This is an optimization exercise on Yosys and OpenROAD, whose aim is small area and a short achievable clock period, not a production implementation.
The RTL was checked by simulation tests, not by an equivalence proof against the original design.
Power and IR drop assume default switching activity.

==> flow/design.v <==
module alu16bit (
  input clk,
  input reset,
  input [2:0] operation,
  input [15:0] operand_A,
  input [15:0] operand_B,
  output reg [31:0] result,
  output reg carry_flag,
  output reg zero_flag
);
  wire [15:0] a = operand_A;
  wire [15:0] b = operand_B;
  wire is_add = ~reset & (operation == 3'd0);
  wire is_sub = ~reset & (operation == 3'd1);
  wire is_mul = ~reset & (operation == 3'd2);
  wire [15:0] m = is_mul ? b : {15'd0, is_add | is_sub};
  reg [15:0] cv;
  always @(*) begin
    if (reset) cv = 16'd0;
    else
    case (operation)
      3'd0: cv = b;
      3'd1: cv = ~b;
      3'd3: cv = a & b;
      3'd4: cv = a | b;
      3'd5: cv = ~(a & b);
      3'd6: cv = ~(a | b);
      3'd7: cv = a ^ b;
      default: cv = 16'd0;
    endcase
  end
  wire cin = is_sub;
  wire [15:0] cvn;
  wire t00 = ~(is_sub | (~reset & (operation == 3'd5 || operation == 3'd6)));
  wire t01 = ~(is_add | (~reset & (operation == 3'd4 || operation == 3'd5 || operation == 3'd7)));
  wire t10 = ~(is_sub | (~reset & (operation == 3'd4 || operation == 3'd5 || operation == 3'd7)));
  wire t11 = ~(is_add | (~reset & (operation == 3'd3 || operation == 3'd4)));
  genvar cb;
  generate for (cb = 0; cb < 16; cb = cb + 1) begin : g_cv
    cvbit ucv (a[cb], b[cb], t00, t01, t10, t11, cvn[cb]);
  end endgenerate
  wire is_sub_n = ~is_sub;
  wire [15:0] an = ~a;
  wire [15:0] mn = ~m;
  wire p1;
  nor2 up1 (an[0], mn[0], p1);
  wire p2;
  nor2 up2 (an[1], mn[0], p2);
  wire p3;
  nor2 up3 (an[2], mn[0], p3);
  wire p4;
  nor2 up4 (an[3], mn[0], p4);
  wire p5;
  nor2 up5 (an[4], mn[0], p5);
  wire p6;
  nor2 up6 (an[5], mn[0], p6);
  wire p7;
  nor2 up7 (an[6], mn[0], p7);
  wire p8;
  nor2 up8 (an[7], mn[0], p8);
  wire p9;
  nor2 up9 (an[8], mn[0], p9);
  wire p10;
  nor2 up10 (an[9], mn[0], p10);
  wire p11;
  nor2 up11 (an[10], mn[0], p11);
  wire p12;
  nor2 up12 (an[11], mn[0], p12);
  wire p13;
  nor2 up13 (an[12], mn[0], p13);
  wire p14;
  nor2 up14 (an[13], mn[0], p14);
  wire p15;
  nor2 up15 (an[14], mn[0], p15);
  wire p16;
  nor2 up16 (an[15], mn[0], p16);
  wire p17;
  o21ai up17 (an[0], mn[1], cvn[1], p17);
  wire p18;
  o21ai up18 (an[1], mn[1], cvn[2], p18);
  wire p19;
  o21ai up19 (an[2], mn[1], cvn[3], p19);
  wire p20;
  o21ai up20 (an[3], mn[1], cvn[4], p20);
  wire p21;
  o21ai up21 (an[4], mn[1], cvn[5], p21);
  wire p22;
  o21ai up22 (an[5], mn[1], cvn[6], p22);
  wire p23;
  o21ai up23 (an[6], mn[1], cvn[7], p23);
  wire p24;
  o21ai up24 (an[7], mn[1], cvn[8], p24);
  wire p25;
  o21ai up25 (an[8], mn[1], cvn[9], p25);
  wire p26;
  o21ai up26 (an[9], mn[1], cvn[10], p26);
  wire p27;
  o21ai up27 (an[10], mn[1], cvn[11], p27);
  wire p28;
  o21ai up28 (an[11], mn[1], cvn[12], p28);
  wire p29;
  o21ai up29 (an[12], mn[1], cvn[13], p29);
  wire p30;
  o21ai up30 (an[13], mn[1], cvn[14], p30);
  wire p31;
  o21ai up31 (an[14], mn[1], cvn[15], p31);
  wire p32;
  nor2 up32 (an[15], mn[1], p32);
  wire p33;
  nor2 up33 (an[0], mn[2], p33);
  wire p34;
  nor2 up34 (an[1], mn[2], p34);
  wire p35;
  nor2 up35 (an[2], mn[2], p35);
  wire p36;
  nor2 up36 (an[3], mn[2], p36);
  wire p37;
  nor2 up37 (an[4], mn[2], p37);
  wire p38;
  nor2 up38 (an[5], mn[2], p38);
  wire p39;
  nor2 up39 (an[6], mn[2], p39);
  wire p40;
  nor2 up40 (an[7], mn[2], p40);
  wire p41;
  nor2 up41 (an[8], mn[2], p41);
  wire p42;
  nor2 up42 (an[9], mn[2], p42);
  wire p43;
  nor2 up43 (an[10], mn[2], p43);
  wire p44;
  nor2 up44 (an[11], mn[2], p44);
  wire p45;
  nor2 up45 (an[12], mn[2], p45);
  wire p46;
  nor2 up46 (an[13], mn[2], p46);
  wire p47;
  nor2 up47 (an[14], mn[2], p47);
  wire p48;
  nor2 up48 (an[15], mn[2], p48);
  wire p49;
  nor2 up49 (an[0], mn[3], p49);
  wire p50;
  nor2 up50 (an[1], mn[3], p50);
  wire p51;
  nor2 up51 (an[2], mn[3], p51);
  wire p52;
  nor2 up52 (an[3], mn[3], p52);
  wire p53;
  nor2 up53 (an[4], mn[3], p53);
  wire p54;
  nor2 up54 (an[5], mn[3], p54);
  wire p55;
  nor2 up55 (an[6], mn[3], p55);
  wire p56;
  nor2 up56 (an[7], mn[3], p56);
  wire p57;
  nor2 up57 (an[8], mn[3], p57);
  wire p58;
  nor2 up58 (an[9], mn[3], p58);
  wire p59;
  nor2 up59 (an[10], mn[3], p59);
  wire p60;
  nor2 up60 (an[11], mn[3], p60);
  wire p61;
  nor2 up61 (an[12], mn[3], p61);
  wire p62;
  nor2 up62 (an[13], mn[3], p62);
  wire p63;
  nor2 up63 (an[14], mn[3], p63);
  wire p64;
  nor2 up64 (an[15], mn[3], p64);
  wire p65;
  nor2 up65 (an[0], mn[4], p65);
  wire p66;
  nor2 up66 (an[1], mn[4], p66);
  wire p67;
  nor2 up67 (an[2], mn[4], p67);
  wire p68;
  nor2 up68 (an[3], mn[4], p68);
  wire p69;
  nor2 up69 (an[4], mn[4], p69);
  wire p70;
  nor2 up70 (an[5], mn[4], p70);
  wire p71;
  nor2 up71 (an[6], mn[4], p71);
  wire p72;
  nor2 up72 (an[7], mn[4], p72);
  wire p73;
  nor2 up73 (an[8], mn[4], p73);
  wire p74;
  nor2 up74 (an[9], mn[4], p74);
  wire p75;
  nor2 up75 (an[10], mn[4], p75);
  wire p76;
  nor2 up76 (an[11], mn[4], p76);
  wire p77;
  nor2 up77 (an[12], mn[4], p77);
  wire p78;
  nor2 up78 (an[13], mn[4], p78);
  wire p79;
  nor2 up79 (an[14], mn[4], p79);
  wire p80;
  nor2 up80 (an[15], mn[4], p80);
  wire p81;
  nor2 up81 (an[0], mn[5], p81);
  wire p82;
  nor2 up82 (an[1], mn[5], p82);
  wire p83;
  nor2 up83 (an[2], mn[5], p83);
  wire p84;
  nor2 up84 (an[3], mn[5], p84);
  wire p85;
  nor2 up85 (an[4], mn[5], p85);
  wire p86;
  nor2 up86 (an[5], mn[5], p86);
  wire p87;
  nor2 up87 (an[6], mn[5], p87);
  wire p88;
  nor2 up88 (an[7], mn[5], p88);
  wire p89;
  nor2 up89 (an[8], mn[5], p89);
  wire p90;
  nor2 up90 (an[9], mn[5], p90);
  wire p91;
  nor2 up91 (an[10], mn[5], p91);
  wire p92;
  nor2 up92 (an[11], mn[5], p92);
  wire p93;
  nor2 up93 (an[12], mn[5], p93);
  wire p94;
  nor2 up94 (an[13], mn[5], p94);
  wire p95;
  nor2 up95 (an[14], mn[5], p95);
  wire p96;
  nor2 up96 (an[15], mn[5], p96);
  wire p97;
  nor2 up97 (an[0], mn[6], p97);
  wire p98;
  nor2 up98 (an[1], mn[6], p98);
  wire p99;
  nor2 up99 (an[2], mn[6], p99);
  wire p100;
  nor2 up100 (an[3], mn[6], p100);
  wire p101;
  nor2 up101 (an[4], mn[6], p101);
  wire p102;
  nor2 up102 (an[5], mn[6], p102);
  wire p103;
  nor2 up103 (an[6], mn[6], p103);
  wire p104;
  nor2 up104 (an[7], mn[6], p104);
  wire p105;
  nor2 up105 (an[8], mn[6], p105);
  wire p106;
  nor2 up106 (an[9], mn[6], p106);
  wire p107;
  nor2 up107 (an[10], mn[6], p107);
  wire p108;
  nor2 up108 (an[11], mn[6], p108);
  wire p109;
  nor2 up109 (an[12], mn[6], p109);
  wire p110;
  nor2 up110 (an[13], mn[6], p110);
  wire p111;
  nor2 up111 (an[14], mn[6], p111);
  wire p112;
  nor2 up112 (an[15], mn[6], p112);
  wire p113;
  nor2 up113 (an[0], mn[7], p113);
  wire p114;
  nor2 up114 (an[1], mn[7], p114);
  wire p115;
  nor2 up115 (an[2], mn[7], p115);
  wire p116;
  nor2 up116 (an[3], mn[7], p116);
  wire p117;
  nor2 up117 (an[4], mn[7], p117);
  wire p118;
  nor2 up118 (an[5], mn[7], p118);
  wire p119;
  nor2 up119 (an[6], mn[7], p119);
  wire p120;
  nor2 up120 (an[7], mn[7], p120);
  wire p121;
  nor2 up121 (an[8], mn[7], p121);
  wire p122;
  nor2 up122 (an[9], mn[7], p122);
  wire p123;
  nor2 up123 (an[10], mn[7], p123);
  wire p124;
  nor2 up124 (an[11], mn[7], p124);
  wire p125;
  nor2 up125 (an[12], mn[7], p125);
  wire p126;
  nor2 up126 (an[13], mn[7], p126);
  wire p127;
  nor2 up127 (an[14], mn[7], p127);
  wire p128;
  nor2 up128 (an[15], mn[7], p128);
  wire p129;
  nor2 up129 (an[0], mn[8], p129);
  wire p130;
  nor2 up130 (an[1], mn[8], p130);
  wire p131;
  nor2 up131 (an[2], mn[8], p131);
  wire p132;
  nor2 up132 (an[3], mn[8], p132);
  wire p133;
  nor2 up133 (an[4], mn[8], p133);
  wire p134;
  nor2 up134 (an[5], mn[8], p134);
  wire p135;
  nor2 up135 (an[6], mn[8], p135);
  wire p136;
  nor2 up136 (an[7], mn[8], p136);
  wire p137;
  nor2 up137 (an[8], mn[8], p137);
  wire p138;
  nor2 up138 (an[9], mn[8], p138);
  wire p139;
  nor2 up139 (an[10], mn[8], p139);
  wire p140;
  nor2 up140 (an[11], mn[8], p140);
  wire p141;
  nor2 up141 (an[12], mn[8], p141);
  wire p142;
  nor2 up142 (an[13], mn[8], p142);
  wire p143;
  nor2 up143 (an[14], mn[8], p143);
  wire p144;
  nor2 up144 (an[15], mn[8], p144);
  wire p145;
  nor2 up145 (an[0], mn[9], p145);
  wire p146;
  nor2 up146 (an[1], mn[9], p146);
  wire p147;
  nor2 up147 (an[2], mn[9], p147);
  wire p148;
  nor2 up148 (an[3], mn[9], p148);
  wire p149;
  nor2 up149 (an[4], mn[9], p149);
  wire p150;
  nor2 up150 (an[5], mn[9], p150);
  wire p151;
  nor2 up151 (an[6], mn[9], p151);
  wire p152;
  nor2 up152 (an[7], mn[9], p152);
  wire p153;
  nor2 up153 (an[8], mn[9], p153);
  wire p154;
  nor2 up154 (an[9], mn[9], p154);
  wire p155;
  nor2 up155 (an[10], mn[9], p155);
  wire p156;
  nor2 up156 (an[11], mn[9], p156);
  wire p157;
  nor2 up157 (an[12], mn[9], p157);
  wire p158;
  nor2 up158 (an[13], mn[9], p158);
  wire p159;
  nor2 up159 (an[14], mn[9], p159);
  wire p160;
  nor2 up160 (an[15], mn[9], p160);
  wire p161;
  nor2 up161 (an[0], mn[10], p161);
  wire p162;
  nor2 up162 (an[1], mn[10], p162);
  wire p163;
  nor2 up163 (an[2], mn[10], p163);
  wire p164;
  nor2 up164 (an[3], mn[10], p164);
  wire p165;
  nor2 up165 (an[4], mn[10], p165);
  wire p166;
  nor2 up166 (an[5], mn[10], p166);
  wire p167;
  nor2 up167 (an[6], mn[10], p167);
  wire p168;
  nor2 up168 (an[7], mn[10], p168);
  wire p169;
  nor2 up169 (an[8], mn[10], p169);
  wire p170;
  nor2 up170 (an[9], mn[10], p170);
  wire p171;
  nor2 up171 (an[10], mn[10], p171);
  wire p172;
  nor2 up172 (an[11], mn[10], p172);
  wire p173;
  nor2 up173 (an[12], mn[10], p173);
  wire p174;
  nor2 up174 (an[13], mn[10], p174);
  wire p175;
  nor2 up175 (an[14], mn[10], p175);
  wire p176;
  nor2 up176 (an[15], mn[10], p176);
  wire p177;
  nor2 up177 (an[0], mn[11], p177);
  wire p178;
  nor2 up178 (an[1], mn[11], p178);
  wire p179;
  nor2 up179 (an[2], mn[11], p179);
  wire p180;
  nor2 up180 (an[3], mn[11], p180);
  wire p181;
  nor2 up181 (an[4], mn[11], p181);
  wire p182;
  nor2 up182 (an[5], mn[11], p182);
  wire p183;
  nor2 up183 (an[6], mn[11], p183);
  wire p184;
  nor2 up184 (an[7], mn[11], p184);
  wire p185;
  nor2 up185 (an[8], mn[11], p185);
  wire p186;
  nor2 up186 (an[9], mn[11], p186);
  wire p187;
  nor2 up187 (an[10], mn[11], p187);
  wire p188;
  nor2 up188 (an[11], mn[11], p188);
  wire p189;
  nor2 up189 (an[12], mn[11], p189);
  wire p190;
  nor2 up190 (an[13], mn[11], p190);
  wire p191;
  nor2 up191 (an[14], mn[11], p191);
  wire p192;
  nor2 up192 (an[15], mn[11], p192);
  wire p193;
  nor2 up193 (an[0], mn[12], p193);
  wire p194;
  nor2 up194 (an[1], mn[12], p194);
  wire p195;
  nor2 up195 (an[2], mn[12], p195);
  wire p196;
  nor2 up196 (an[3], mn[12], p196);
  wire p197;
  nor2 up197 (an[4], mn[12], p197);
  wire p198;
  nor2 up198 (an[5], mn[12], p198);
  wire p199;
  nor2 up199 (an[6], mn[12], p199);
  wire p200;
  nor2 up200 (an[7], mn[12], p200);
  wire p201;
  nor2 up201 (an[8], mn[12], p201);
  wire p202;
  nor2 up202 (an[9], mn[12], p202);
  wire p203;
  nor2 up203 (an[10], mn[12], p203);
  wire p204;
  nor2 up204 (an[11], mn[12], p204);
  wire p205;
  nor2 up205 (an[12], mn[12], p205);
  wire p206;
  nor2 up206 (an[13], mn[12], p206);
  wire p207;
  nor2 up207 (an[14], mn[12], p207);
  wire p208;
  nor2 up208 (an[15], mn[12], p208);
  wire p209;
  nor2 up209 (an[0], mn[13], p209);
  wire p210;
  nor2 up210 (an[1], mn[13], p210);
  wire p211;
  nor2 up211 (an[2], mn[13], p211);
  wire p212;
  nor2 up212 (an[3], mn[13], p212);
  wire p213;
  nor2 up213 (an[4], mn[13], p213);
  wire p214;
  nor2 up214 (an[5], mn[13], p214);
  wire p215;
  nor2 up215 (an[6], mn[13], p215);
  wire p216;
  nor2 up216 (an[7], mn[13], p216);
  wire p217;
  nor2 up217 (an[8], mn[13], p217);
  wire p218;
  nor2 up218 (an[9], mn[13], p218);
  wire p219;
  nor2 up219 (an[10], mn[13], p219);
  wire p220;
  nor2 up220 (an[11], mn[13], p220);
  wire p221;
  nor2 up221 (an[12], mn[13], p221);
  wire p222;
  nor2 up222 (an[13], mn[13], p222);
  wire p223;
  nor2 up223 (an[14], mn[13], p223);
  wire p224;
  nor2 up224 (an[15], mn[13], p224);
  wire p225;
  nor2 up225 (an[0], mn[14], p225);
  wire p226;
  nor2 up226 (an[1], mn[14], p226);
  wire p227;
  nor2 up227 (an[2], mn[14], p227);
  wire p228;
  nor2 up228 (an[3], mn[14], p228);
  wire p229;
  nor2 up229 (an[4], mn[14], p229);
  wire p230;
  nor2 up230 (an[5], mn[14], p230);
  wire p231;
  nor2 up231 (an[6], mn[14], p231);
  wire p232;
  nor2 up232 (an[7], mn[14], p232);
  wire p233;
  nor2 up233 (an[8], mn[14], p233);
  wire p234;
  nor2 up234 (an[9], mn[14], p234);
  wire p235;
  nor2 up235 (an[10], mn[14], p235);
  wire p236;
  nor2 up236 (an[11], mn[14], p236);
  wire p237;
  nor2 up237 (an[12], mn[14], p237);
  wire p238;
  nor2 up238 (an[13], mn[14], p238);
  wire p239;
  nor2 up239 (an[14], mn[14], p239);
  wire p240;
  nor2 up240 (an[15], mn[14], p240);
  wire p241;
  nor2 up241 (an[0], mn[15], p241);
  wire p242;
  o21ai up242 (an[1], mn[15], is_sub_n, p242);
  wire p243;
  o21ai up243 (an[2], mn[15], is_sub_n, p243);
  wire p244;
  o21ai up244 (an[3], mn[15], is_sub_n, p244);
  wire p245;
  o21ai up245 (an[4], mn[15], is_sub_n, p245);
  wire p246;
  o21ai up246 (an[5], mn[15], is_sub_n, p246);
  wire p247;
  o21ai up247 (an[6], mn[15], is_sub_n, p247);
  wire p248;
  o21ai up248 (an[7], mn[15], is_sub_n, p248);
  wire p249;
  o21ai up249 (an[8], mn[15], is_sub_n, p249);
  wire p250;
  o21ai up250 (an[9], mn[15], is_sub_n, p250);
  wire p251;
  o21ai up251 (an[10], mn[15], is_sub_n, p251);
  wire p252;
  o21ai up252 (an[11], mn[15], is_sub_n, p252);
  wire p253;
  o21ai up253 (an[12], mn[15], is_sub_n, p253);
  wire p254;
  o21ai up254 (an[13], mn[15], is_sub_n, p254);
  wire p255;
  o21ai up255 (an[14], mn[15], is_sub_n, p255);
  wire p256;
  o21ai up256 (an[15], mn[15], is_sub_n, p256);
  wire n257, n258;
  ha un257 (p14, p44, n257, n258);
  wire n259, n260;
  fa un259 (p15, p45, p60, n259, n260);
  wire n261, n262;
  ha un261 (p75, p90, n261, n262);
  wire n263, n264;
  fa un263 (p16, p46, p61, n263, n264);
  wire n265, n266;
  fa un265 (p76, p91, p106, n265, n266);
  wire n267, n268;
  ha un267 (p121, p136, n267, n268);
  wire n269, n270;
  fa un269 (p32, p47, p62, n269, n270);
  wire n271, n272;
  fa un271 (p77, p92, p107, n271, n272);
  wire n273, n274;
  ha un273 (p122, p137, n273, n274);
  wire n275, n276;
  fa un275 (p48, p63, p78, n275, n276);
  wire n277, n278;
  fa un277 (p93, p108, p123, n277, n278);
  wire n279, n280;
  fa un279 (p64, p79, p94, n279, n280);
  wire n281, n282;
  ha un281 (p10, p40, n281, n282);
  wire n283, n284;
  fa un283 (p11, p41, p56, n283, n284);
  wire n285, n286;
  ha un285 (p71, p86, n285, n286);
  wire n287, n288;
  fa un287 (p12, p42, p57, n287, n288);
  wire n289, n290;
  fa un289 (p72, p87, p102, n289, n290);
  wire n291, n292;
  ha un291 (p117, p132, n291, n292);
  wire n293, n294;
  fa un293 (p13, p43, p58, n293, n294);
  wire n295, n296;
  fa un295 (p73, p88, p103, n295, n296);
  wire n297, n298;
  fa un297 (p118, p133, p148, n297, n298);
  wire n299, n300;
  ha un299 (p163, p178, n299, n300);
  wire n301, n302;
  fa un301 (p59, p74, p89, n301, n302);
  wire n303, n304;
  fa un303 (p104, p119, p134, n303, n304);
  wire n305, n306;
  fa un305 (p149, p164, p179, n305, n306);
  wire n307, n308;
  fa un307 (p194, p209, p29, n307, n308);
  wire n309, n310;
  fa un309 (p105, p120, p135, n309, n310);
  wire n311, n312;
  fa un311 (p150, p165, p180, n311, n312);
  wire n313, n314;
  fa un313 (p195, p210, p225, n313, n314);
  wire n315, n316;
  fa un315 (p30, n258, n261, n315, n316);
  wire n317, n318;
  fa un317 (p151, p166, p181, n317, n318);
  wire n319, n320;
  fa un319 (p196, p211, p226, n319, n320);
  wire n321, n322;
  fa un321 (p241, p31, n262, n321, n322);
  wire n323, n324;
  fa un323 (n267, n260, n263, n323, n324);
  wire n325, n326;
  fa un325 (p152, p167, p182, n325, n326);
  wire n327, n328;
  fa un327 (p197, p212, p227, n327, n328);
  wire n329, n330;
  fa un329 (p242, n268, n273, n329, n330);
  wire n331, n332;
  fa un331 (n264, n266, n269, n331, n332);
  wire n333, n334;
  fa un333 (p138, p153, p168, n333, n334);
  wire n335, n336;
  fa un335 (p183, p198, p213, n335, n336);
  wire n337, n338;
  fa un337 (p228, p243, n274, n337, n338);
  wire n339, n340;
  fa un339 (n270, n272, n275, n339, n340);
  wire n341, n342;
  fa un341 (p109, p124, p139, n341, n342);
  wire n343, n344;
  fa un343 (p154, p169, p184, n343, n344);
  wire n345, n346;
  fa un345 (p199, p214, p229, n345, n346);
  wire n347, n348;
  fa un347 (p244, n276, n278, n347, n348);
  wire n349, n350;
  fa un349 (p80, p95, p110, n349, n350);
  wire n351, n352;
  fa un351 (p125, p140, p155, n351, n352);
  wire n353, n354;
  fa un353 (p170, p185, p200, n353, n354);
  wire n355, n356;
  fa un355 (p215, p230, p245, n355, n356);
  wire n357, n358;
  fa un357 (p96, p111, p126, n357, n358);
  wire n359, n360;
  fa un359 (p141, p156, p171, n359, n360);
  wire n361, n362;
  fa un361 (p186, p201, p216, n361, n362);
  wire n363, n364;
  fa un363 (p112, p127, p142, n363, n364);
  wire n365, n366;
  fa un365 (p157, p172, p187, n365, n366);
  wire n367, n368;
  fa un367 (p128, p143, p158, n367, n368);
  wire n369, n370;
  ha un369 (p7, p37, n369, n370);
  wire n371, n372;
  fa un371 (p8, p38, p53, n371, n372);
  wire n373, n374;
  ha un373 (p68, p83, n373, n374);
  wire n375, n376;
  fa un375 (p9, p39, p54, n375, n376);
  wire n377, n378;
  fa un377 (p69, p84, p99, n377, n378);
  wire n379, n380;
  ha un379 (p114, p129, n379, n380);
  wire n381, n382;
  fa un381 (p55, p70, p85, n381, n382);
  wire n383, n384;
  fa un383 (p100, p115, p130, n383, n384);
  wire n385, n386;
  fa un385 (p145, p25, n281, n385, n386);
  wire n387, n388;
  fa un387 (p101, p116, p131, n387, n388);
  wire n389, n390;
  fa un389 (p146, p161, p26, n389, n390);
  wire n391, n392;
  fa un391 (n282, n285, n283, n391, n392);
  wire n393, n394;
  fa un393 (p147, p162, p177, n393, n394);
  wire n395, n396;
  fa un395 (p27, n286, n291, n395, n396);
  wire n397, n398;
  fa un397 (n284, n287, n289, n397, n398);
  wire n399, n400;
  fa un399 (p193, p28, n292, n399, n400);
  wire n401, n402;
  fa un401 (n299, n288, n290, n401, n402);
  wire n403, n404;
  fa un403 (n293, n295, n297, n403, n404);
  wire n405, n406;
  fa un405 (n300, n257, n294, n405, n406);
  wire n407, n408;
  fa un407 (n296, n298, n301, n407, n408);
  wire n409, n410;
  fa un409 (n303, n305, n307, n409, n410);
  wire n411, n412;
  fa un411 (n302, n304, n306, n411, n412);
  wire n413, n414;
  fa un413 (n308, n259, n309, n413, n414);
  wire n415, n416;
  fa un415 (n311, n313, n315, n415, n416);
  wire n417, n418;
  fa un417 (n310, n312, n314, n417, n418);
  wire n419, n420;
  fa un419 (n265, n317, n319, n419, n420);
  wire n421, n422;
  fa un421 (n316, n321, n323, n421, n422);
  wire n423, n424;
  fa un423 (n318, n320, n271, n423, n424);
  wire n425, n426;
  fa un425 (n325, n327, n322, n425, n426);
  wire n427, n428;
  fa un427 (n329, n324, n331, n427, n428);
  wire n429, n430;
  fa un429 (n326, n328, n277, n429, n430);
  wire n431, n432;
  fa un431 (n333, n335, n330, n431, n432);
  wire n433, n434;
  fa un433 (n337, n332, n339, n433, n434);
  wire n435, n436;
  fa un435 (n334, n336, n279, n435, n436);
  wire n437, n438;
  fa un437 (n341, n343, n345, n437, n438);
  wire n439, n440;
  fa un439 (n338, n340, n347, n439, n440);
  wire n441, n442;
  fa un441 (n342, n344, n346, n441, n442);
  wire n443, n444;
  fa un443 (n280, n349, n351, n443, n444);
  wire n445, n446;
  fa un445 (n353, n355, n348, n445, n446);
  wire n447, n448;
  fa un447 (p231, p246, n350, n447, n448);
  wire n449, n450;
  fa un449 (n352, n354, n356, n449, n450);
  wire n451, n452;
  fa un451 (n357, n359, n361, n451, n452);
  wire n453, n454;
  fa un453 (p202, p217, p232, n453, n454);
  wire n455, n456;
  fa un455 (p247, n358, n360, n455, n456);
  wire n457, n458;
  fa un457 (n362, n363, n365, n457, n458);
  wire n459, n460;
  fa un459 (p173, p188, p203, n459, n460);
  wire n461, n462;
  fa un461 (p218, p233, p248, n461, n462);
  wire n463, n464;
  fa un463 (n364, n366, n367, n463, n464);
  wire n465, n466;
  fa un465 (p144, p159, p174, n465, n466);
  wire n467, n468;
  fa un467 (p189, p204, p219, n467, n468);
  wire n469, n470;
  fa un469 (p234, p249, n368, n469, n470);
  wire n471, n472;
  fa un471 (p160, p175, p190, n471, n472);
  wire n473, n474;
  fa un473 (p205, p220, p235, n473, n474);
  wire n475, n476;
  fa un475 (p176, p191, p206, n475, n476);
  wire n477, n478;
  ha un477 (p5, p35, n477, n478);
  wire n479, n480;
  fa un479 (p6, p36, p51, n479, n480);
  wire n481, n482;
  ha un481 (p66, p81, n481, n482);
  wire n483, n484;
  fa un483 (p52, p67, p82, n483, n484);
  wire n485, n486;
  fa un485 (p97, p22, n369, n485, n486);
  wire n487, n488;
  fa un487 (p98, p113, p23, n487, n488);
  wire n489, n490;
  fa un489 (n370, n373, n371, n489, n490);
  wire n491, n492;
  fa un491 (p24, n374, n379, n491, n492);
  wire n493, n494;
  fa un493 (n372, n375, n377, n493, n494);
  wire n495, n496;
  fa un495 (n380, n376, n378, n495, n496);
  wire n497, n498;
  fa un497 (n381, n383, n385, n497, n498);
  wire n499, n500;
  fa un499 (n382, n384, n387, n499, n500);
  wire n501, n502;
  fa un501 (n389, n386, n391, n501, n502);
  wire n503, n504;
  fa un503 (n388, n390, n393, n503, n504);
  wire n505, n506;
  fa un505 (n395, n392, n397, n505, n506);
  wire n507, n508;
  fa un507 (n394, n396, n399, n507, n508);
  wire n509, n510;
  fa un509 (n398, n401, n403, n509, n510);
  wire n511, n512;
  fa un511 (n400, n402, n404, n511, n512);
  wire n513, n514;
  fa un513 (n405, n407, n409, n513, n514);
  wire n515, n516;
  fa un515 (n406, n408, n411, n515, n516);
  wire n517, n518;
  fa un517 (n410, n413, n415, n517, n518);
  wire n519, n520;
  fa un519 (n412, n414, n417, n519, n520);
  wire n521, n522;
  fa un521 (n419, n416, n421, n521, n522);
  wire n523, n524;
  fa un523 (n418, n420, n423, n523, n524);
  wire n525, n526;
  fa un525 (n425, n422, n427, n525, n526);
  wire n527, n528;
  fa un527 (n424, n429, n426, n527, n528);
  wire n529, n530;
  fa un529 (n431, n428, n433, n529, n530);
  wire n531, n532;
  fa un531 (n430, n435, n437, n531, n532);
  wire n533, n534;
  fa un533 (n432, n434, n439, n533, n534);
  wire n535, n536;
  fa un535 (n436, n438, n441, n535, n536);
  wire n537, n538;
  fa un537 (n443, n445, n440, n537, n538);
  wire n539, n540;
  fa un539 (n442, n444, n447, n539, n540);
  wire n541, n542;
  fa un541 (n449, n451, n446, n541, n542);
  wire n543, n544;
  fa un543 (n453, n448, n450, n543, n544);
  wire n545, n546;
  fa un545 (n452, n455, n457, n545, n546);
  wire n547, n548;
  fa un547 (n454, n459, n461, n547, n548);
  wire n549, n550;
  fa un549 (n456, n458, n463, n549, n550);
  wire n551, n552;
  fa un551 (n460, n462, n465, n551, n552);
  wire n553, n554;
  fa un553 (n467, n464, n469, n553, n554);
  wire n555, n556;
  fa un555 (p250, n466, n468, n555, n556);
  wire n557, n558;
  fa un557 (n471, n473, n470, n557, n558);
  wire n559, n560;
  fa un559 (p221, p236, p251, n559, n560);
  wire n561, n562;
  fa un561 (n472, n474, n475, n561, n562);
  wire n563, n564;
  fa un563 (p192, p207, p222, n563, n564);
  wire n565, n566;
  fa un565 (p237, p252, n476, n565, n566);
  wire n567, n568;
  fa un567 (p208, p223, p238, n567, n568);
  wire n569, n570;
  ha un569 (p4, p34, n569, n570);
  wire n571, n572;
  fa un571 (p50, p65, p20, n571, n572);
  wire n573, n574;
  fa un573 (p21, n478, n481, n573, n574);
  wire n575, n576;
  fa un575 (n482, n480, n483, n575, n576);
  wire n577, n578;
  fa un577 (n484, n487, n486, n577, n578);
  wire n579, n580;
  fa un579 (n488, n491, n490, n579, n580);
  wire n581, n582;
  fa un581 (n492, n494, n495, n581, n582);
  wire n583, n584;
  fa un583 (n496, n499, n498, n583, n584);
  wire n585, n586;
  fa un585 (n500, n503, n502, n585, n586);
  wire n587, n588;
  fa un587 (n504, n507, n506, n587, n588);
  wire n589, n590;
  fa un589 (n508, n510, n511, n589, n590);
  wire n591, n592;
  fa un591 (n512, n515, n514, n591, n592);
  wire n593, n594;
  fa un593 (n516, n519, n518, n593, n594);
  wire n595, n596;
  fa un595 (n520, n523, n522, n595, n596);
  wire n597, n598;
  fa un597 (n524, n527, n526, n597, n598);
  wire n599, n600;
  fa un599 (n528, n531, n533, n599, n600);
  wire n601, n602;
  fa un601 (n532, n535, n534, n601, n602);
  wire n603, n604;
  fa un603 (n536, n539, n538, n603, n604);
  wire n605, n606;
  fa un605 (n540, n543, n545, n605, n606);
  wire n607, n608;
  fa un607 (n547, n544, n546, n607, n608);
  wire n609, n610;
  fa un609 (n548, n551, n550, n609, n610);
  wire n611, n612;
  fa un611 (n552, n555, n557, n611, n612);
  wire n613, n614;
  fa un613 (n559, n556, n561, n613, n614);
  wire n615, n616;
  fa un615 (n560, n563, n562, n615, n616);
  wire n617, n618;
  fa un617 (p253, n564, n567, n617, n618);
  wire n619, n620;
  fa un619 (p224, p239, p254, n619, n620);
  wire n621, n622;
  ha un621 (p3, p33, n621, n622);
  wire n623, n624;
  fa un623 (p49, p19, n569, n623, n624);
  wire n625, n626;
  fa un625 (n570, n477, n571, n625, n626);
  wire n627, n628;
  fa un627 (n572, n479, n573, n627, n628);
  wire n629, n630;
  fa un629 (n574, n485, n575, n629, n630);
  wire n631, n632;
  fa un631 (n576, n489, n577, n631, n632);
  wire n633, n634;
  fa un633 (n493, n578, n579, n633, n634);
  wire n635, n636;
  fa un635 (n497, n580, n581, n635, n636);
  wire n637, n638;
  fa un637 (n582, n501, n583, n637, n638);
  wire n639, n640;
  fa un639 (n505, n584, n585, n639, n640);
  wire n641, n642;
  fa un641 (n509, n586, n587, n641, n642);
  wire n643, n644;
  fa un643 (n513, n588, n589, n643, n644);
  wire n645, n646;
  fa un645 (n517, n590, n591, n645, n646);
  wire n647, n648;
  fa un647 (n592, n521, n593, n647, n648);
  wire n649, n650;
  fa un649 (n525, n594, n595, n649, n650);
  wire n651, n652;
  fa un651 (n529, n596, n597, n651, n652);
  wire n653, n654;
  fa un653 (n530, n598, n599, n653, n654);
  wire n655, n656;
  fa un655 (n537, n600, n601, n655, n656);
  wire n657, n658;
  fa un657 (n541, n602, n603, n657, n658);
  wire n659, n660;
  fa un659 (n542, n605, n604, n659, n660);
  wire n661, n662;
  fa un661 (n549, n607, n606, n661, n662);
  wire n663, n664;
  fa un663 (n553, n608, n609, n663, n664);
  wire n665, n666;
  fa un665 (n554, n610, n611, n665, n666);
  wire n667, n668;
  fa un667 (n558, n613, n612, n667, n668);
  wire n669, n670;
  fa un669 (n565, n614, n615, n669, n670);
  wire n671, n672;
  fa un671 (n566, n617, n616, n671, n672);
  wire n673, n674;
  fa un673 (n568, n619, n618, n673, n674);
  wire n675, n676;
  fa un675 (p240, p255, n620, n675, n676);
  wire n677, n678;
  fa un677 (cin, p1, cv[0], n677, n678);
  wire n679, n680;
  fa un679 (p2, p17, n678, n679, n680);
  wire n681, n682;
  fa un681 (p18, n621, n680, n681, n682);
  wire n683, n684;
  fa un683 (n622, n623, n682, n683, n684);
  wire n685, n686;
  fa un685 (n624, n625, n684, n685, n686);
  wire n687, n688;
  fa un687 (n626, n627, n686, n687, n688);
  wire n689, n690;
  ha un689 (n628, n629, n689, n690);
  wire n691, n692;
  ha un691 (n630, n631, n691, n692);
  wire n693, n694;
  ha un693 (n632, n633, n693, n694);
  wire n695, n696;
  ha un695 (n634, n635, n695, n696);
  wire n697, n698;
  ha un697 (n636, n637, n697, n698);
  wire n699, n700;
  ha un699 (n638, n639, n699, n700);
  wire n701, n702;
  ha un701 (n640, n641, n701, n702);
  wire n703, n704;
  ha un703 (n642, n643, n703, n704);
  wire n705, n706;
  ha un705 (n644, n645, n705, n706);
  wire n707, n708;
  ha un707 (n646, n647, n707, n708);
  wire n709, n710;
  ha un709 (n648, n649, n709, n710);
  wire n711, n712;
  ha un711 (n650, n651, n711, n712);
  wire n713, n714;
  ha un713 (n652, n653, n713, n714);
  wire n715, n716;
  ha un715 (n654, n655, n715, n716);
  wire n717, n718;
  ha un717 (n656, n657, n717, n718);
  wire n719, n720;
  ha un719 (n658, n659, n719, n720);
  wire n721, n722;
  ha un721 (n660, n661, n721, n722);
  wire n723, n724;
  ha un723 (n662, n663, n723, n724);
  wire n725, n726;
  ha un725 (n664, n665, n725, n726);
  wire n727, n728;
  ha un727 (n666, n667, n727, n728);
  wire n729, n730;
  ha un729 (n668, n669, n729, n730);
  wire n731, n732;
  ha un731 (n670, n671, n731, n732);
  wire n733, n734;
  ha un733 (n672, n673, n733, n734);
  wire n735, n736;
  ha un735 (n674, n675, n735, n736);
  wire n737, n738;
  ha un737 (n676, p256, n737, n738);
  wire n739;
  aoi21 un739 (n689, n688, n690, n739);
  wire n740;
  aoi21 un740 (n693, n692, n694, n740);
  wire n741;
  nand2 un741 (n693, n691, n741);
  wire n742;
  aoi21 un742 (n697, n696, n698, n742);
  wire n743;
  nand2 un743 (n697, n695, n743);
  wire n744;
  aoi21 un744 (n701, n700, n702, n744);
  wire n745;
  nand2 un745 (n701, n699, n745);
  wire n746;
  aoi21 un746 (n705, n704, n706, n746);
  wire n747;
  nand2 un747 (n705, n703, n747);
  wire n748;
  aoi21 un748 (n709, n708, n710, n748);
  wire n749;
  nand2 un749 (n709, n707, n749);
  wire n750;
  aoi21 un750 (n713, n712, n714, n750);
  wire n751;
  nand2 un751 (n713, n711, n751);
  wire n752;
  aoi21 un752 (n717, n716, n718, n752);
  wire n753;
  nand2 un753 (n717, n715, n753);
  wire n754;
  aoi21 un754 (n721, n720, n722, n754);
  wire n755;
  nand2 un755 (n721, n719, n755);
  wire n756;
  aoi21 un756 (n725, n724, n726, n756);
  wire n757;
  nand2 un757 (n725, n723, n757);
  wire n758;
  aoi21 un758 (n729, n728, n730, n758);
  wire n759;
  nand2 un759 (n729, n727, n759);
  wire n760;
  aoi21 un760 (n733, n732, n734, n760);
  wire n761;
  nand2 un761 (n733, n731, n761);
  wire n762;
  aoi21 un762 (n737, n736, n738, n762);
  wire n763;
  nand2 un763 (n737, n735, n763);
  wire n764;
  oai21 un764 (n741, n739, n740, n764);
  wire n765;
  oai21 un765 (n745, n742, n744, n765);
  wire n766;
  nor2 un766 (n745, n743, n766);
  wire n767;
  oai21 un767 (n749, n746, n748, n767);
  wire n768;
  nor2 un768 (n749, n747, n768);
  wire n769;
  oai21 un769 (n753, n750, n752, n769);
  wire n770;
  nor2 un770 (n753, n751, n770);
  wire n771;
  oai21 un771 (n757, n754, n756, n771);
  wire n772;
  nor2 un772 (n757, n755, n772);
  wire n773;
  oai21 un773 (n761, n758, n760, n773);
  wire n774;
  nor2 un774 (n761, n759, n774);
  wire n775;
  aoi21 un775 (n766, n764, n765, n775);
  wire n776;
  aoi21 un776 (n770, n767, n769, n776);
  wire n777;
  nand2 un777 (n770, n768, n777);
  wire n778;
  aoi21 un778 (n774, n771, n773, n778);
  wire n779;
  nand2 un779 (n774, n772, n779);
  wire n780;
  oai21 un780 (n777, n775, n776, n780);
  wire n781;
  inv1 un781 (n778, n781);
  wire n782;
  inv1 un782 (n779, n782);
  wire n783;
  aoi21 un783 (n782, n780, n781, n783);
  wire n784;
  inv1 un784 (n775, n784);
  wire n785;
  aoi21 un785 (n768, n784, n767, n785);
  wire n786;
  aoi21 un786 (n772, n780, n771, n786);
  wire n787;
  inv1 un787 (n742, n787);
  wire n788;
  inv1 un788 (n743, n788);
  wire n789;
  aoi21 un789 (n788, n764, n787, n789);
  wire n790;
  oai21 un790 (n747, n775, n746, n790);
  wire n791;
  oai21 un791 (n751, n785, n750, n791);
  wire n792;
  inv1 un792 (n754, n792);
  wire n793;
  inv1 un793 (n755, n793);
  wire n794;
  aoi21 un794 (n793, n780, n792, n794);
  wire n795;
  oai21 un795 (n759, n786, n758, n795);
  wire n796;
  oai21 un796 (n763, n783, n762, n796);
  wire n797;
  inv1 un797 (n692, n797);
  wire n798;
  inv1 un798 (n691, n798);
  wire n799;
  oai21 un799 (n798, n739, n797, n799);
  wire n800;
  aoi21 un800 (n695, n764, n696, n800);
  wire n801;
  inv1 un801 (n700, n801);
  wire n802;
  inv1 un802 (n699, n802);
  wire n803;
  oai21 un803 (n802, n789, n801, n803);
  wire n804;
  inv1 un804 (n704, n804);
  wire n805;
  inv1 un805 (n703, n805);
  wire n806;
  oai21 un806 (n805, n775, n804, n806);
  wire n807;
  aoi21 un807 (n707, n790, n708, n807);
  wire n808;
  inv1 un808 (n712, n808);
  wire n809;
  inv1 un809 (n711, n809);
  wire n810;
  oai21 un810 (n809, n785, n808, n810);
  wire n811;
  aoi21 un811 (n715, n791, n716, n811);
  wire n812;
  aoi21 un812 (n719, n780, n720, n812);
  wire n813;
  inv1 un813 (n724, n813);
  wire n814;
  inv1 un814 (n723, n814);
  wire n815;
  oai21 un815 (n814, n794, n813, n815);
  wire n816;
  inv1 un816 (n728, n816);
  wire n817;
  inv1 un817 (n727, n817);
  wire n818;
  oai21 un818 (n817, n786, n816, n818);
  wire n819;
  aoi21 un819 (n731, n795, n732, n819);
  wire n820;
  inv1 un820 (n736, n820);
  wire n821;
  inv1 un821 (n735, n821);
  wire n822;
  oai21 un822 (n821, n783, n820, n822);
  wire n823;
  aoi21 un823 (is_sub, n796, 1'b0, n823);
  wire n824;
  xor2 un824 (n689, n688, n824);
  wire n825;
  xnor2 un825 (n691, n739, n825);
  wire n826;
  xor2 un826 (n693, n799, n826);
  wire n827;
  xor2 un827 (n695, n764, n827);
  wire n828;
  xnor2 un828 (n697, n800, n828);
  wire n829;
  xnor2 un829 (n699, n789, n829);
  wire n830;
  xor2 un830 (n701, n803, n830);
  wire n831;
  xnor2 un831 (n703, n775, n831);
  wire n832;
  xor2 un832 (n705, n806, n832);
  wire n833;
  xor2 un833 (n707, n790, n833);
  wire n834;
  xnor2 un834 (n709, n807, n834);
  wire n835;
  xnor2 un835 (n711, n785, n835);
  wire n836;
  xor2 un836 (n713, n810, n836);
  wire n837;
  xor2 un837 (n715, n791, n837);
  wire n838;
  xnor2 un838 (n717, n811, n838);
  wire n839;
  xor2 un839 (n719, n780, n839);
  wire n840;
  xnor2 un840 (n721, n812, n840);
  wire n841;
  xnor2 un841 (n723, n794, n841);
  wire n842;
  xor2 un842 (n725, n815, n842);
  wire n843;
  xnor2 un843 (n727, n786, n843);
  wire n844;
  xor2 un844 (n729, n818, n844);
  wire n845;
  xor2 un845 (n731, n795, n845);
  wire n846;
  xnor2 un846 (n733, n819, n846);
  wire n847;
  xnor2 un847 (n735, n783, n847);
  wire n848;
  xor2 un848 (n737, n822, n848);
  wire n849;
  xor2 un849 (is_sub, n796, n849);
  wire [31:0] s = {n849, n848, n847, n846, n845, n844, n843, n842, n841, n840, n839, n838, n837, n836, n835, n834, n833, n832, n831, n830, n829, n828, n827, n826, n825, n824, n687, n685, n683, n681, n679, n677};
  wire borrow = is_sub & s[16];
  wire zero_lo = (s[15:0] == 16'd0);
  wire zero_mul = (a == 16'd0) | (b == 16'd0);
  wire [31:0] r = s;
  wire z_e = ~reset & ~is_mul & ~(|s[11:0]);
  wire z_m = ~reset & is_mul & zero_mul;
  wire z_l1, z_l2, z;
  nor2 uz1 (s[15], s[14], z_l1);
  nor2 uz2 (s[13], s[12], z_l2);
  a31o uz3 (z_l1, z_l2, z_e, z_m, z);
  always @(posedge clk) begin
    result     <= r;
    carry_flag <= borrow;
    zero_flag  <= z;
  end
endmodule
module fa (input a, input b, input c, output s, output co);
  assign s = a ^ b ^ c;
  assign co = (a & b) | (a & c) | (b & c);
endmodule
module ha (input a, input b, output s, output co);
  assign s = a ^ b;
  assign co = a & b;
endmodule
module xor2 (input a, input b, output y);
  assign y = a ^ b;
endmodule
module xnor2 (input a, input b, output y);
  assign y = ~(a ^ b);
endmodule
module nand2 (input a, input b, output y);
  assign y = ~(a & b);
endmodule
module nor2 (input a, input b, output y);
  assign y = ~(a | b);
endmodule
module inv1 (input a, output y);
  assign y = ~a;
endmodule
module a31o (input a, input b, input c, input d, output y);
  assign y = (a & b & c) | d;
endmodule
module cvbit (input a, input b, input t00, input t01, input t10, input t11, output y);
  assign y = a ? (b ? t11 : t10) : (b ? t01 : t00);
endmodule
module aoi21 (input a, input b, input c, output y);
  assign y = ~((a & b) | c);
endmodule
module o21ai (input a, input b, input c, output y);
  assign y = ~((a | b) & c);
endmodule
module oai21 (input a, input b, input c, output y);
  assign y = ~((a | b) & c);
endmodule
==> flow/flow/run.sh <==
#!/bin/bash
# The standard layout, with the port buffers made of plain buffers (sky130
# buf_1, which the resizer may upsize) instead of the delay-cell buffers that
# buffer_ports picks by default.
set -euo pipefail
export BUFFER_PORTS_ARGS="-buffer_cell sky130_fd_sc_hd__buf_1"
bash standard.sh > standard.log 2>&1
==> flow/standard.sh <==
#!/bin/bash
# synth_recipe.tcl (not shown) runs the flow's synth.tcl, then flattens the netlist and writes it again
# the make line also repeats each setting of config.mk as NAME=value (left out here)
make -C /OpenROAD-flow-scripts/flow DESIGN_CONFIG=/design/flow/config.mk WORK_HOME=/design/flow/orfs CLKGATE_MAP_FILE= SYNTH_SCRIPT=/design/flow/synth_recipe.tcl "${@:-finish}"
==> flow/config.mk <==
export PLATFORM = sky130hd
export DESIGN_NAME = alu16bit
export DESIGN_NICKNAME = alu16bit
export VERILOG_FILES = /design/flow/design.v
export SDC_FILE = /design/flow/constraint.sdc
export NUM_CORES = 4
export LEC_CHECK = 0
export ABC_AREA = 0
export CAP_MARGIN = 20
export CORE_MARGIN = 2
export CORE_UTILIZATION = 40
export GPL_TIMING_DRIVEN = 0
export SETUP_SLACK_MARGIN = 0.2
export SLEW_MARGIN = 20
export SYNTH_HIERARCHICAL = 1
==> flow/constraint.sdc <==
create_clock -name core_clock -period 7.2 [get_ports {clk}]
set_input_delay 1.4400 -clock core_clock [delete_from_list [all_inputs] [get_ports {clk}]]
set_output_delay 1.4400 -clock core_clock [all_outputs]
set_load 0.01 [all_outputs]
==> impl_metrics.json, run 1 <==
{
  "status": "no timing/DRC/antenna violations",
  "routed_wl_um": 21400,
  "crit_family": "adder cells",
  "ys_warn_count": 7,
  "routed-via-count": 5997,
  "post-route-util": 0.454,
  "drt_pre_antenna_iters": 5,
  "post-route-drc-count": 0,
  "syn_inst": 741,
  "setup_viol": 0,
  "grt_pass1_vias": 6401,
  "cp-start-kind": "primary input",
  "hold_buffers": 0,
  "row_count": 50,
  "cts_sinks": 34,
  "numCtsBuffers": 5,
  "slowest_stage": "fa_1",
  "worstHoldPathCells": 3,
  "crit_buf_inv": 3,
  "cp.depth": 21,
  "synth-seq-area-share": 0.0881,
  "wl_met3_um": 1450,
  "final_area_mm2": 0.00856,
  "fin_crit_sh": 0.938,
  "fin_nets": 1100,
  "grt-ovfl-total": 0,
  "crit_required_ns": 7.38,
  "arrival_ns": 6.94,
  "grt_use_total": 0.225,
  "drtIter0Drc": 375,
  "placed_area_mm2": 0.00831,
  "maxSlewViolCount": 0,
  "min_from": "operation[0]",
  "cts_tree": "done",
  "synth_nets": 1021,
  "cap_violations": 0,
  "finalSetupTns_ns": 0,
  "maxSlewHeadroom": 0.469,
  "yosysTopAreaCell": "fa_1",
  "cp-end-kind": "flop",
  "critPathMaxStageDelay_ns": 0.54,
  "dieArea_mm2": 0.0204,
  "syn_area_mm2": 0.00772,
  "worstPathCellList": "buf_1, nor3_4, buf_12, buf_6, nand2_2, nor2_1, fa_1, fa_1, fa_1, fa_1, fa_1, fa_1, ha_1, nand2_1, nor2_1, nand2_1, o21ai_4, a21oi_2, o21ai_1, a21oi_2, xnor2_1",
  "synth_area_leaders": "fa_1 52%, nor2_1 12%, dfxtp_1 8.8%, ha_1 6.8%, mux4_2 4.4%",
  "nFillCells": 1817,
  "area_growth_pct": 10.8,
  "grt_start_max_net_pins": 18,
  "wl_met2_um": 10700,
  "n_antenna_cell": 0,
  "grt_pass1_wl_um": 34600,
  "hold_end": "carry_flag$_DFF_P_",
  "highest_layer": "met4",
  "path_clk_slew_ns": 0.06,
  "fp.coreArea_mm2": 0.0188,
  "period_needed_ns": 6.75,
  "die_y_um": 143,
  "crit_path_max_fanout": 16,
  "cts_max_path_buffers": 2,
  "routabilityCongestion": 0.849,
  "io_pins": 71,
  "root_buffer": "clkbuf_16",
  "vdd_drop_max_v": 0.0000697,
  "dp_hpwl_um": 16100,
  "place.port_buffers": 69,
  "hold_viol_final": 0,
  "powerDensity_mw_per_mm2": 97.6,
  "drive_above_1_share": 0.0987,
  "die_w_um": 143,
  "synth_cell_types": 32,
  "drtAntennaViolNets": 0,
  "via_per_inst": 5.55,
  "rsz0062_at_grt": "no",
  "syn_area_per_cell_um2": 10.4,
  "synth.ff_latch_count": 34,
  "hold_class": "in -> reg",
  "antenna_found_initial": 0,
  "worstSetupPathType": "in -> reg",
  "cts_max_level": 2,
  "power_leakage_nw": 4.27,
  "initial_core_util": 0.410,
  "crit_top_cell": "fa_1",
  "met1_length_um": 8770,
  "tightestPinTransition_ns": 0.796,
  "wl_per_cell_um": 19.8,
  "max_freq_mhz": 148,
  "yosysTopAreaCellShare": 0.521
}
## report_power, final
group          internal, W  switching (W)  total, W
Combinational     0.000142       0.000236  0.000377
Sequential        0.000227     0.00000847  0.000235
Clock             0.000128      0.0000939  0.000222
Total             0.000497       0.000338  0.000835
## state kept, by name, indices dropped and copies added, names as in the netlist
signal,flops
result,32
carry_flag,1
zero_flag,1
## cell usage in the layout, fill, tap and decap left out, types with 2 or more instances in the layout
master	count
ha_1	42
buf_6	2
fa_1	201
o21ai_1	47
or2_2	3
xnor2_1	13
nor4_1	11
a31oi_1	2
a21oi_2	26
mux4_2	15
xor2_1	14
inv_1	39
nand4_1	2
dfxtp_1	34
a21oi_1	3
buf_1	68
buf_4	2
nand2_2	12
nand2_4	3
and2b_2	2
nand2_1	17
clkbuf_16	5
nor2_1	237
## logic make-up after synthesis
logic type               Yosys count  synth area share
XOR/XNOR                          27            0.0306
AND/OR/NAND/NOR                  294             0.155
buffers and inverters             42            0.0225
AO/OA/AOI/OAI                     85            0.0701
adder cells (fa/ha/maj)          243             0.589
multiplexers                      16            0.0450
flip-flops                        34            0.0881
## worst min-delay path: cells and delay by family
kind | cells | cell delay, ns
simple gates | 2 | 0.34
buf+inv | 1 | 0.11
## timing repair
action                                  CTS  global route
gates resized for setup                  18             4
setup buffers                             1             2
endpoints found under the setup margin   11            11
pin swaps                                 1             1
## cells in the mapped netlist (all sizes together)
library cell and instances:
fa 201, and2b 2, nand2 32, a31o 1
ha 42, and2 1, xnor2 13, mux2i 1
o21ai 49, mux4 15, a31oi 2, o21bai 2
buf 3, nor3 1, nor4 11, and3 1
a21oi 29, a21boi 1, inv 39, nand4 2
and4b 1, nand3b 1, o32a 1, nand3 1
xor2 14, nand2b 1, nor2 237, or2 3
dfxtp 34
## layout make-up
class	instances	area [um2]	area share
Buffer	3	27.5	0.00322
Clock buffer	5	125	0.0146
Clock inverter	3	21.3	0.00249
Inverter	39	146	0.0171
Multi-Input combinational cell	665	6940	0.811
Sequential cell	34	681	0.0795
Tap cell	260	325	0.0380
Timing Repair Buffer	72	295	0.0345
## metrics by stage
step | cells | setup slack (ns) | power, W | hold WS [ns]
after floorplan | 741 | 0.418 | 0.000495 | 1.67
after detailed placement | 1070 | -0.756 | 0.000615 | 1.82
final | 1081 | 0.447 | 0.000835 | 1.64
after CTS | 1079 | 0.211 | 0.000847 | 1.63
after global placement | 1070 | -0.668 | 0.000613 | 1.83
after global routing | 1081 | 0.201 | 0.000901 | 1.65
## Yosys stat by module (local to each module, per instance), excerpt
module | copies in the design | cells inside
inv1 | 21 | 1
xor2 | 14 | 1
nand2 | 14 | 1
ha | 40 | 1
alu16bit | 1 | 116
a31o | 1 | 1
o21ai | 30 | 1
xnor2 | 12 | 1
oai21 | 18 | 1
fa | 201 | 1
nor2 | 233 | 1
## layer usage
layer  GRT usage  vias up
met5           0        -
met4      0.0563        0
met3      0.0335       41
met2       0.379      252
met1       0.306     3137
li1            -     2567
## worst max path at each step
stage / start / end
finish: reset / result[28]$_DFF_P_
global route: operation[1] / result[28]$_DFF_P_
CTS: operation[1] / result[28]$_DFF_P_
detailed placement: operation[1] / result[28]$_DFF_P_
global placement: operation[1] / result[28]$_DFF_P_
floorplan: operation[0] / result[28]$_DFF_P_
==> run 2, diff against run 1 <==
--- a/flow/config.mk
+++ b/flow/config.mk
@@ -10,6 +10,6 @@
 export CORE_MARGIN = 2
 export CORE_UTILIZATION = 40
 export GPL_TIMING_DRIVEN = 0
-export SETUP_SLACK_MARGIN = 0.2
+export SETUP_SLACK_MARGIN = 0.3
 export SLEW_MARGIN = 20
 export SYNTH_HIERARCHICAL = 1
==> run 2 against run 1 <==
- cell count about the same
- flip-flop and latch count unchanged
- first-iteration DRC count grew 11%
- non-clock buffer count rose by 1
- largest power group unchanged
- synthesized area unchanged
- sequential share of layout area about the same
- via count barely moved
- critical path type unchanged
- core utilization is 0.23 points higher
- worst hold slack lost 0.0034 ns
==> impl_metrics.json, run 2 <==
{
  "pre_cts_slack_ns": -0.756,
  "layout_commonest_cell": "nor2_1",
  "io_pins": 71,
  "die_y_um": 143,
  "wl_per_cell_um": 19.9,
  "final_area_mm2": 0.00860,
  "hold_viol_final": 0,
  "grt_use_met3": 0.0335,
  "finalSetupTns_ns": 0,
  "synth_edf_count": 0,
  "seqCellArea_um2": 681,
  "arrival_ns": 6.88,
  "numCtsBuffers": 5,
  "maxSlewViolCount": 0,
  "synth_nets": 1021,
  "cts_max_path_buffers": 2,
  "fin_crit_sh": 0.933,
  "top_regs": "result (32), carry_flag (1), zero_flag (1)",
  "yosysMostFrequentCell": "nor2_1",
  "drtAntennaViolNets": 0,
  "nFillCells": 1818,
  "post-route-util": 0.457,
  "multi_input_area_mm2": 0.00697,
  "ys.flop_type": "dfxtp_1",
  "crit_top_cell": "fa_1",
  "setup_viol": 0,
  "cts_tree": "done",
  "powerDensity_mw_per_mm2": 97.5,
  "root_buffer": "clkbuf_16",
  "cap_violations": 0,
  "maxSlewHeadroom": 0.462,
  "synth_area_leaders": "fa_1 52%, nor2_1 12%, dfxtp_1 8.8%, ha_1 6.8%, mux4_2 4.4%",
  "cp-start-kind": "primary input",
  "layout_common_cells": "236 x nor2_1, 201 x fa_1, 68 x buf_1, 47 x o21ai_1, 42 x ha_1",
  "routed_wl_um": 21500,
  "ys_async_sr_fraction": 0,
  "rsz0062_at_grt": "yes",
  "syn_area_mm2": 0.00772,
  "die_w_um": 143,
  "dp_hpwl_um": 16100,
  "hold_buffers": 0,
  "grt_pass1_vias": 6401,
  "crit_required_ns": 7.36,
  "instances_no_fill": 1082,
  "synth_cell_types": 32,
  "grtUsageMet2": 0.379,
  "critPathMaxStageDelay_ns": 0.56,
  "ys_warn_count": 7,
  "vdd_drop_max_v": 0.0000698,
  "row_count": 50,
  "n_antenna_cell": 0,
  "tightestPinTransition_ns": 0.806,
  "fp.coreArea_mm2": 0.0188,
  "slowest_stage": "fa_1",
  "status": "no timing/DRC/antenna violations",
  "dieArea_mm2": 0.0204,
  "top_register": "result",
  "drive_above_1_share": 0.102,
  "routed-via-count": 6000,
  "synth_commonest_cells": "237 x nor2_1, 201 x fa_1, 48 x o21ai_1",
  "period_needed_ns": 6.72,
  "grt_use_total": 0.225,
  "grt-ovfl-total": 0,
  "antenna_found_initial": 0,
  "place.port_buffers": 69,
  "largest_reg_flops": 32,
  "placed_area_mm2": 0.00831,
  "drt_pre_antenna_iters": 5,
  "post-route-drc-count": 0,
  "grt_pass1_wl_um": 34600,
  "routabilityCongestion": 0.849,
  "drtIter0Drc": 418,
  "fin_nets": 1101,
  "hold_class": "in -> reg",
  "worstPathCellList": "buf_1, clkbuf_4, a21oi_1, or2_2, mux4_2, o21ai_1, fa_1, fa_1, fa_1, fa_1, fa_1, ha_1, a21oi_2, o21ai_1, a21oi_2, o21ai_4, buf_4, a21oi_2, o21ai_1, xor2_1",
  "cts_sinks": 34,
  "fin_ws_ns": 0.483,
  "power_leakage_nw": 4.30,
  "synth-seq-area-share": 0.0881,
  "synth.ff_latch_count": 34,
  "max_freq_mhz": 149,
  "top_usage_layer": "met2",
  "worstSetupPathType": "in -> reg",
  "initial_core_util": 0.410,
  "area_growth_pct": 11.4,
  "place_inst": 1070,
  "via_per_inst": 5.55,
  "grt_start_max_net_pins": 18,
  "crit_path_max_fanout": 15,
  "syn_area_per_cell_um2": 10.4,
  "cts_max_level": 2,
  "grt_util_met1": 0.306,
  "yosysTopAreaCellShare": 0.521,
  "cp-end-kind": "flop",
  "syn_inst": 741,
  "yosysTopAreaCell": "fa_1",
  "path_clk_slew_ns": 0.06
}
[run 2: cell counts after synthesis]
No cell type changed its count.
[run 2: power by group]
group | switching [W] | internal, W | leakage (nW)
combinational | 0.000238 | 0.000143 | 3.95
clock | 0.0000947 | 0.000128 | 0.0698
sequential | 0.00000853 | 0.000227 | 0.282
[run 2: kinds of logic after synthesis]
kind of cell,count (synthesis),synth area share
and+or+nand+nor,294,0.155
adders and majority gates,243,0.589
AOI/OAI and AO/OA,85,0.0701
buffers and inverters,42,0.0225
DFF,34,0.0881
xor gates and xnor gates,27,0.0306
muxes,16,0.0450
[run 2: final cells by class]
cell class                      count  area share
Multi-Input combinational cell    665       0.810
Sequential cell                    34      0.0791
Tap cell                          260      0.0378
Timing Repair Buffer               73      0.0352
Inverter                           39      0.0175
Clock buffer                        5      0.0145
Buffer                              3     0.00349
Clock inverter                      3     0.00247
[run 2: stage by stage]
step                      power [W]  hold WS [ns]
after CTS                  0.000847          1.63
after floorplan            0.000495          1.67
after detailed placement   0.000615          1.82
after global routing       0.000904          1.65
after global placement     0.000613          1.83
final                      0.000839          1.64
[run 2: what timing repair did]
item,in CTS,in global routing
resized for setup,21,9
endpoints found under the setup margin,11,5
hold endpoints to repair,0,0
pin swaps,1,1
buffers inserted,1,3
[run 2: path summary, 6_finish.rpt]
check	from	endpoint	slack, ns	cells past startpoint
worst max-delay path	operation[2]	result[31]$_DFF_P_	0.48	20
worst min-delay path	operation[0]	carry_flag$_DFF_P_	1.64	3
[run 2: worst max-delay path, delay by kind of cell]
family / cells / cell delay [ns]
and+or+nand+nor: 1 / 0.40
muxes: 1 / 0.51
xor gates and xnor gates: 1 / 0.17
buffers and inverters: 3 / 0.57
AOI/OAI and AO/OA: 8 / 1.15
adders and majority gates: 6 / 2.66
[run 2: per-layer routing]
layer	wire length, um	up-vias
li1	-	2565
met1	8640	3105
met2	10900	289
met3	1520	41
met4	455	0
met5	0	-
[run 2: Yosys stat by module (local to each module, per instance), a selection]
module | flip-flops and latches | copies in the design
a31o | 0 | 1
alu16bit | 34 | 1
aoi21 | 0 | 26
cvbit | 0 | 15
fa | 0 | 201
ha | 0 | 40
inv1 | 0 | 21
nand2 | 0 | 14
nor2 | 0 | 233
o21ai | 0 | 30
oai21 | 0 | 18
xnor2 | 0 | 12
==> run 3, diff against run 2 <==
--- a/flow/config.mk
+++ b/flow/config.mk
@@ -10,6 +10,6 @@
 export CORE_MARGIN = 2
 export CORE_UTILIZATION = 40
 export GPL_TIMING_DRIVEN = 0
-export SETUP_SLACK_MARGIN = 0.3
+export SETUP_SLACK_MARGIN = 0.4
 export SLEW_MARGIN = 20
 export SYNTH_HIERARCHICAL = 1
==> run 3 against run 2 <==
- power is 0.61% higher
- still clean
- global-route usage is 0.058 points higher
- critical endpoint unchanged
- worst hold slack worse by 0.0013 ns
- synthesized cell count stayed put
- non-clock buffer count is 2 higher
- fmax is 1.8% higher
- wire length is 0.47% higher
- cell count is 0.18% higher
- critical path depth stayed put
- die area stayed put
==> impl_metrics.json, run 3 <==
{
  "status": "no timing/DRC/antenna violations",
  "synth.ff_latch_count": 34,
  "hold_class": "in -> reg",
  "rsz0062_at_grt": "yes",
  "die_y_um": 143,
  "crit_top_cell": "fa_1",
  "cp-start-kind": "primary input",
  "setup_viol": 0,
  "initial_core_util": 0.410,
  "root_buffer": "clkbuf_16",
  "top_regs": "result (32), carry_flag (1), zero_flag (1)",
  "crit_path_max_fanout": 15,
  "syn_area_mm2": 0.00772,
  "drtAntennaViolNets": 0,
  "powerDensity_mw_per_mm2": 96.9,
  "via_per_inst": 5.55,
  "grt_start_max_net_pins": 18,
  "numCtsBuffers": 5,
  "tightestPinTransition_ns": 0.784,
  "wl_per_cell_um": 19.9,
  "maxSlewViolCount": 0,
  "yosysTopAreaCellShare": 0.521,
  "synth_area_leaders": "fa_1 52%, nor2_1 12%, dfxtp_1 8.8%, ha_1 6.8%, mux4_2 4.4%",
  "syn_area_per_cell_um2": 10.4,
  "hold_buffers": 0,
  "place_inst": 1070,
  "cp.depth": 20,
  "crit_family": "adder cells",
  "cts_tree": "done",
  "drtIter0Drc": 312,
  "worstSetupPathType": "in -> reg",
  "largest_reg_flops": 32,
  "final_area_mm2": 0.00871,
  "syn_inst": 741,
  "yosysMostFrequentCell": "nor2_1",
  "synth-seq-area-share": 0.0881,
  "cp-end-kind": "flop",
  "fin_crit_sh": 0.917,
  "grt-ovfl-total": 0,
  "crit_buf_inv": 3,
  "yosysTopAreaCell": "fa_1",
  "arrival_ns": 6.77,
  "top_register": "result",
  "cts_sinks": 34,
  "dieArea_mm2": 0.0204,
  "path_clk_slew_ns": 0.06,
  "period_needed_ns": 6.60,
  "dp_hpwl_um": 16100,
  "io_pins": 71,
  "place.port_buffers": 69,
  "critPathMaxStageDelay_ns": 0.56,
  "max_freq_mhz": 152,
  "row_count": 50,
  "drive_above_1_share": 0.115,
  "hold_end": "carry_flag$_DFF_P_",
  "synth_edf_count": 0,
  "ys.flop_type": "dfxtp_1",
  "drt_pre_antenna_iters": 5,
  "routed_wl_um": 21600,
  "worstPathCellList": "buf_1, clkbuf_4, a21oi_1, or2_4, mux4_2, o21ai_1, fa_1, fa_1, fa_1, fa_1, fa_1, ha_1, a21oi_2, o21ai_1, a21oi_2, o21ai_4, buf_4, a21oi_2, o21ai_1, xor2_1",
  "grt_use_total": 0.225,
  "worstHoldPathCells": 3,
  "n_antenna_cell": 0,
  "fin_nets": 1103,
  "holdWs_ns": 1.64,
  "synth_nets": 1021,
  "grt_pass1_wl_um": 34700,
  "cts_max_path_buffers": 2,
  "placed_area_mm2": 0.00831,
  "grt_pass1_vias": 6414,
  "antenna_found_initial": 0,
  "cts_max_level": 2,
  "power_leakage_nw": 4.36,
  "routed-via-count": 6018,
  "crit_required_ns": 7.37,
  "cap_violations": 0,
  "maxSlewHeadroom": 0.477,
  "vdd_drop_max_v": 0.0000699,
  "die_w_um": 143,
  "ys_warn_count": 7,
  "power_w": 0.000844,
  "slowest_stage": "fa_1",
  "layout_commonest_cell": "nor2_1",
  "routabilityCongestion": 0.849,
  "area_growth_pct": 12.8,
  "post-route-drc-count": 0,
  "layout_common_cells": "230 x nor2_1, 201 x fa_1, 67 x buf_1, 47 x o21ai_1, 42 x ha_1",
  "fp.coreArea_mm2": 0.0188,
  "synth_cell_types": 32,
  "instances_no_fill": 1084,
  "min_from": "operation[0]",
  "synth_commonest_cells": "237 x nor2_1, 201 x fa_1, 48 x o21ai_1",
  "hold_viol_final": 0,
  "ys_async_sr_fraction": 0
}
==> run 3: cell counts after synthesis <==
No cell type changed its count.
==> run 3: worst max-delay path by stage <==
stage	endpoint	start	slack, ns
after floorplan	result[28]$_DFF_P_	operation[0]	0.42
after detailed placement	result[28]$_DFF_P_	operation[1]	-0.76
after global routing	result[28]$_DFF_P_	operation[1]	0.35
final	result[31]$_DFF_P_	operation[2]	0.60
after CTS	result[28]$_DFF_P_	operation[1]	0.41
after global placement	result[28]$_DFF_P_	operation[1]	-0.67
==> run 3: layout make-up <==
cell class | instances | area, um2
Buffer | 3 | 33.8
Fill cell | 1806 | 10100
Inverter | 39 | 154
Clock inverter | 3 | 21.3
Tap cell | 260 | 325
Timing Repair Buffer | 75 | 319
Sequential cell | 34 | 681
Multi-Input combinational cell | 665 | 7050
Clock buffer | 5 | 125
==> run 3: report_power, final <==
| group | total, W | switching (W) | internal [W] |
|---|---|---|---|
| logic | 0.000386 | 0.000241 | 0.000145 |
| clock network | 0.000222 | 0.0000942 | 0.000128 |
| registers | 0.000235 | 0.00000850 | 0.000227 |
==> run 3: worst min-delay path: cells and delay by family <==
kind | cells | cell delay (ns)
buffers and inverters | 1 | 0.11
AND/OR/NAND/NOR | 2 | 0.34
==> run 3: metal layers <==
layer  GRT usage  wire length (um)  up-vias
met5           0                 0        -
met4      0.0563               459        0
met1       0.306              8680     3120
li1            -                 -     2570
met2       0.381             10800      290
met3      0.0332              1650       38
==> run 3: timing repair <==
item	4_1_cts	5_1_grt
pin swaps	1	1
setup endpoints to repair	15	11
gates resized for setup	25	28
buffers inserted	1	5
endpoints found under the hold margin	0	0
==> run 3: cell families after synthesis <==
kind of cell / count (synthesis) / synth area share
multiplexers: 16 / 0.0450
AND/OR/NAND/NOR: 294 / 0.155
flip-flops: 34 / 0.0881
buffers and inverters: 42 / 0.0225
XOR/XNOR: 27 / 0.0306
AO/OA/AOI/OAI: 85 / 0.0701
adder cells (fa/ha/maj): 243 / 0.589
==> run 3: modules after synthesis (local to each module, per instance), a selection <==
module    area (um2)  flip-flops and latches  cells
aoi21           8.76                       0      1
cvbit           22.5                       0      1
o21ai           5.00                       0      1
fa              20.0                       0      1
nor2            3.75                       0      1
alu16bit        1150                      34    116
nand2           3.75                       0      1
inv1            3.75                       0      1
==> run 3: per-stage QoR <==
stage	setup slack, ns	util	TNS, ns
2_1_floorplan	0.418	-	0
3_3_place_gp	-0.668	0.441	-4.78
3_5_place_dp	-0.756	0.441	-5.75
4_1_cts	0.410	0.454	0
5_1_grt	0.348	0.463	0
6_report	0.600	0.463	0

-- re-timing with driven ports --
How much do the figures lean on ideal ports? The routed layouts below were timed once more, with nothing changed but the port constraints.
Step 1 (the two cells are an assumption about what drives the block):
set clk [get_ports {clk}]
set_driving_cell -lib_cell sky130_fd_sc_hd__clkbuf_16 $clk
set_driving_cell -lib_cell sky130_fd_sc_hd__buf_2 [delete_from_list [all_inputs] $clk]
Step 2 also shifts input and output timing later by t, the mid clock arrival at the registers, as if the neighbouring blocks saw the same clock.
a / b / c = ideal ports / drivers / drivers and shift; a / b = the first two.
run	shift t [ns]	setup slack, ns	worst setup path after step 2	worst slew at a driven data input, ns	pins driven straight from the clock port
run 1	0.336	0.447 / 0.465 / 0.129	input to register	0.04	1
run 2	0.335	0.483 / 0.505 / 0.170	input to register	0.04	1
run 3	0.335	0.600 / 0.622 / 0.288	input to register	0.04	1
After both steps setup and hold are still met in every run listed. For run 1, which loses most, drivers alone change the setup slack by +0.018 ns; drivers and shift together by -0.318 ns.
